This is an optimization exercise on Yosys and OpenROAD, whose aim is small area, not a production implementation. Only simulation tests tie the RTL to the original design; equivalence was not proved. No activity file was given, so power comes from the tool's default toggle rates.

== alpha ==
// MacArray
module MacArray
#(
    parameter MAC_ROW        = 4,
    parameter MAC_COL        = 4,
    parameter IFMAP_BITWIDTH = 16,
    parameter W_BITWIDTH     = 8,
    parameter OFMAP_BITWIDTH = 32
)
(
    input  logic                                   clk,
    input  logic                                   rstn,
    input  logic                                   w_prefetch_in,
    input  logic                                   w_enable_in,
    input  logic [MAC_COL-1:0][W_BITWIDTH-1:0]     w_data_in,
    input  logic                                   ifmap_start_in,
    input  logic [MAC_ROW-1:0]                     ifmap_enable_in,
    input  logic [MAC_ROW-1:0][IFMAP_BITWIDTH-1:0] ifmap_data_in,
    output logic [MAC_COL-1:0]                     ofmap_valid_out,
    output logic [MAC_COL-1:0][OFMAP_BITWIDTH-1:0] ofmap_data_out
);
    logic [3:0] wr;
    logic [3:0] wen;
    always_comb begin
        wen[0] = w_enable_in;
  ...
Size: ~6600 cells after synthesis, about 240 I/O pins.
clock: 10.0 ns
lec_check: 0
abc_clock_period_in_ps: 10000
cap_margin: 20
core_margin: 2
core_utilization: 60
place_density: 0.7
slew_margin: 20
synth_hierarchical: 1
standard.sh (not shown) runs the stock make flow with config.mk's settings and CLKGATE_MAP_FILE= SYNTH_SCRIPT=/design/flow/synth_recipe.tcl, a recipe that flattens the netlist after the stock synthesis.
==> flow/flow/run.sh <==
#!/bin/bash
# Layout flow: the standard synthesis, then an area-oriented re-mapping of the
# combinational logic (every cell except the registers, full adders, half
# adders and tie cells is turned back into logic and mapped again by ABC for
# area), then the standard flow from floorplan to finish.
# Each tool's output goes to a log file of its own in this folder.
set -euo pipefail
R=orfs/results/${FLOW_PLATFORM:-sky130hd}/MacArray/base
LIB=${FLOW_HOME}/platforms/sky130hd/lib/sky130_fd_sc_hd__tt_025C_1v80.lib
YOSYS=$(command -v yosys || echo /OpenROAD-flow-scripts/tools/install/yosys/bin/yosys)

bash standard.sh synth > 1_synth_standard.log 2>&1
cp $R/1_2_yosys.v 1_2_yosys_standard.v

DONT_USE=""
for c in $(sed -n 's/^export DONT_USE_CELLS += //p; /^ *sky130_fd_sc_hd__/p' ${FLOW_HOME}/platforms/sky130hd/config.mk | tr -d '\\'); do
  DONT_USE="$DONT_USE -dont_use $c"
done
cat > remap.abc <<EOF
strash
dch
map -a
topo
EOF
cat > remap.ys <<EOF
read_liberty -ignore_miss_func $LIB
read_verilog 1_2_yosys_standard.v
hierarchy -top MacArray
setattr -mod -set keep_hierarchy 1 sky130_fd_sc_hd__fa_1 sky130_fd_sc_hd__ha_1 sky130_fd_sc_hd__dfxtp_1 sky130_fd_sc_hd__conb_1
flatten
opt_clean
abc -liberty $LIB -script remap.abc $DONT_USE
opt_clean -purge
tee -o remap_stat.txt stat -liberty $LIB
select MacArray
write_verilog -noattr -noexpr -nohex -nodec -selected 1_2_yosys_remapped.v
EOF
$YOSYS -s remap.ys > 1_remap_yosys.log 2>&1
cp 1_2_yosys_remapped.v $R/1_2_yosys.v
touch $R/1_2_yosys.v

# Clock tree: mid-size clock buffers in larger sink clusters, no dummy loads.
# Ports: buffered as in the standard flow, with the smallest buffer.
bash standard.sh finish \
  "CTS_ARGS=-sink_clustering_enable -repair_clock_nets -buf_list sky130_fd_sc_hd__clkbuf_8 -dont_use_dummy_load -sink_clustering_size 15 -sink_clustering_max_diameter 80" \
  "BUFFER_PORTS_ARGS=-buffer_cell sky130_fd_sc_hd__buf_1" \
  > 2_layout_standard.log 2>&1
Inputs modified between alpha and beta:
# alpha
export LEC_CHECK = 0
export ABC_CLOCK_PERIOD_IN_PS = 10000
export CAP_MARGIN = 20
export CORE_MARGIN = 2
export CORE_UTILIZATION = 60
export PLACE_DENSITY = 0.7
export SLEW_MARGIN = 20
export SYNTH_HIERARCHICAL = 1
create_clock -name core_clock -period 10.0 [get_ports {clk}]
# beta
export LEC_CHECK = 0
export ABC_CLOCK_PERIOD_IN_PS = 10000
export CAP_MARGIN = 20
export CORE_MARGIN = 2
export CORE_UTILIZATION = 65
export PLACE_DENSITY = 0.75
export SLEW_MARGIN = 20
export SYNTH_HIERARCHICAL = 1
create_clock -name core_clock -period 10.0 [get_ports {clk}]
==> flow/flow/run.sh <==
#!/bin/bash
# Standard layout; keep a copy of the helper scripts for reference.
set -e
ls -la > ls.txt
bash standard.sh > standard.log 2>&1
## What came out
For routed wire length on met3, dividing the value from beta by the value from alpha gives 0.52. Register share of total power was lower in beta than in alpha. Compared with alpha, placement density in the core of beta is higher. [beta vs alpha] design area: higher in beta. beta gives more total power than alpha did.

---

MacArray again, from the RTL that the note above started with.
export LEC_CHECK = 0
export ABC_CLOCK_PERIOD_IN_PS = 10000
export CAP_MARGIN = 20
export CORE_MARGIN = 2
export CORE_UTILIZATION = 40
export SLEW_MARGIN = 20
export SYNTH_HIERARCHICAL = 1
create_clock -name core_clock -period 10.0 [get_ports {clk}]
run.sh (not shown) runs the stock make flow with config.mk's settings and CLKGATE_MAP_FILE= SYNTH_SCRIPT=/design/flow/synth_recipe.tcl, a recipe that flattens the netlist after the stock synthesis.
Stock flow here: none of the scripts above is used.
Change:
==> flow/flow/run.sh (new file) <==
#!/bin/bash
# Layout flow: the standard synthesis, then an area-oriented re-mapping of the
# combinational logic (every cell except the registers, full adders, half
# adders and tie cells is turned back into logic and mapped again by ABC for
# area), then the standard flow from floorplan to finish.
# Each tool's output goes to a log file of its own in this folder.
set -euo pipefail
R=orfs/results/${FLOW_PLATFORM:-sky130hd}/MacArray/base
LIB=${FLOW_HOME}/platforms/sky130hd/lib/sky130_fd_sc_hd__tt_025C_1v80.lib
YOSYS=$(command -v yosys || echo /OpenROAD-flow-scripts/tools/install/yosys/bin/yosys)

bash standard.sh synth > 1_synth_standard.log 2>&1
cp $R/1_2_yosys.v 1_2_yosys_standard.v

DONT_USE=""
for c in $(sed -n 's/^export DONT_USE_CELLS += //p; /^ *sky130_fd_sc_hd__/p' ${FLOW_HOME}/platforms/sky130hd/config.mk | tr -d '\\'); do
  DONT_USE="$DONT_USE -dont_use $c"
done
cat > remap.abc <<EOF
strash
dch
map -a
topo
EOF
cat > remap.ys <<EOF
read_liberty -ignore_miss_func $LIB
read_verilog 1_2_yosys_standard.v
hierarchy -top MacArray
setattr -mod -set keep_hierarchy 1 sky130_fd_sc_hd__fa_1 sky130_fd_sc_hd__ha_1 sky130_fd_sc_hd__dfxtp_1 sky130_fd_sc_hd__conb_1
flatten
opt_clean
abc -liberty $LIB -script remap.abc $DONT_USE
opt_clean -purge
tee -o remap_stat.txt stat -liberty $LIB
select MacArray
write_verilog -noattr -noexpr -nohex -nodec -selected 1_2_yosys_remapped.v
EOF
$YOSYS -s remap.ys > 1_remap_yosys.log 2>&1
cp 1_2_yosys_remapped.v $R/1_2_yosys.v
touch $R/1_2_yosys.v

bash standard.sh finish > 2_layout_standard.log 2>&1
==> flow/standard.sh (new file) <==
#!/bin/bash
# synth_recipe.tcl (not shown) runs the flow's synth.tcl, then flattens the netlist and writes it again
# the make line also repeats each setting of config.mk as NAME=value (left out here)
make -C /OpenROAD-flow-scripts/flow DESIGN_CONFIG=/design/flow/config.mk WORK_HOME=/design/flow/orfs CLKGATE_MAP_FILE= SYNTH_SCRIPT=/design/flow/synth_recipe.tcl "${@:-finish}"
--- a/flow/config.mk
+++ b/flow/config.mk
@@ -10,3 +10,6 @@
 export CORE_MARGIN = 2
-export CORE_UTILIZATION = 40
+export CORE_UTILIZATION = 60
+export CTS_BUF_LIST = sky130_fd_sc_hd__clkbuf_4
+export CTS_CLUSTER_SIZE = 20
+export PLACE_DENSITY = 0.7
 export SLEW_MARGIN = 20
removed: flow/run.sh
Utilization went up by 24 points.
Fmax falls by a few percent.
Power climbs by a few percent.
Setup slack degrades by 0.27 ns.
Global-route usage went up by 15 points.
Hold slack degrades by 0.13 ns.
Critical path depth stays the same.
Wire length falls by a few percent.
Final cell count shrinks by a few percent.
Area after synthesis came out lower by about a fifth.
Clock power decreases by about a fifth.
Change:
--- a/flow/config.mk
+++ b/flow/config.mk
@@ -11,4 +11,2 @@
 export CORE_UTILIZATION = 60
-export CTS_BUF_LIST = sky130_fd_sc_hd__clkbuf_4
-export CTS_CLUSTER_SIZE = 20
 export PLACE_DENSITY = 0.7
The new run ran to the end with no violations.
Wire length hardly moves.
Via count falls by 1.4%.
Design area rises by 0.66%.
Synthesized cell count stays the same.
Clock power rises by 21%.
Global-route usage falls by 0.13 points.
Critical path depth is unchanged.

-- afterwards: timing with drivers on the ports --
In the flow no input, the clock included, has a driving cell. The finished layouts below were timed again as built, in two steps. Step 1, drivers: a clkbuf_16 drives clk and a buf_2 each remaining input, both assumed. Step 2 times the ports against the registers' clock, not the clock port: input delays grow and output delays shrink by t, the midpoint of the rising clock arrivals with the driver on. a / b / c = ideal ports / drivers / drivers and shift; a / b = the first two.
run | shift t [ns] | slack for setup (ns) | worst setup path after step 2 | worst register clock-pin slew, ns
alpha | 0.764 | 1.467 / 1.467 / 1.467 | register to register | 0.11 / 0.11
beta | 0.755 | 1.467 / 1.467 / 1.320 | input to register | 0.07 / 0.07
the first run of note 2 | 0.798 | 1.521 / 1.521 / 1.247 | input to register | 0.07 / 0.07
the second run of note 2 | 1.152 | 1.255 / 1.255 / 1.255 | register to register | 0.09 / 0.09
the third run of note 2 | 0.736 | 1.260 / 1.260 / 1.260 | register to register | 0.07 / 0.07
After both steps setup and hold are still met in every run listed. For the first run of note 2, which loses most, drivers alone change the setup slack by 0.000 ns; drivers and shift together by -0.274 ns.
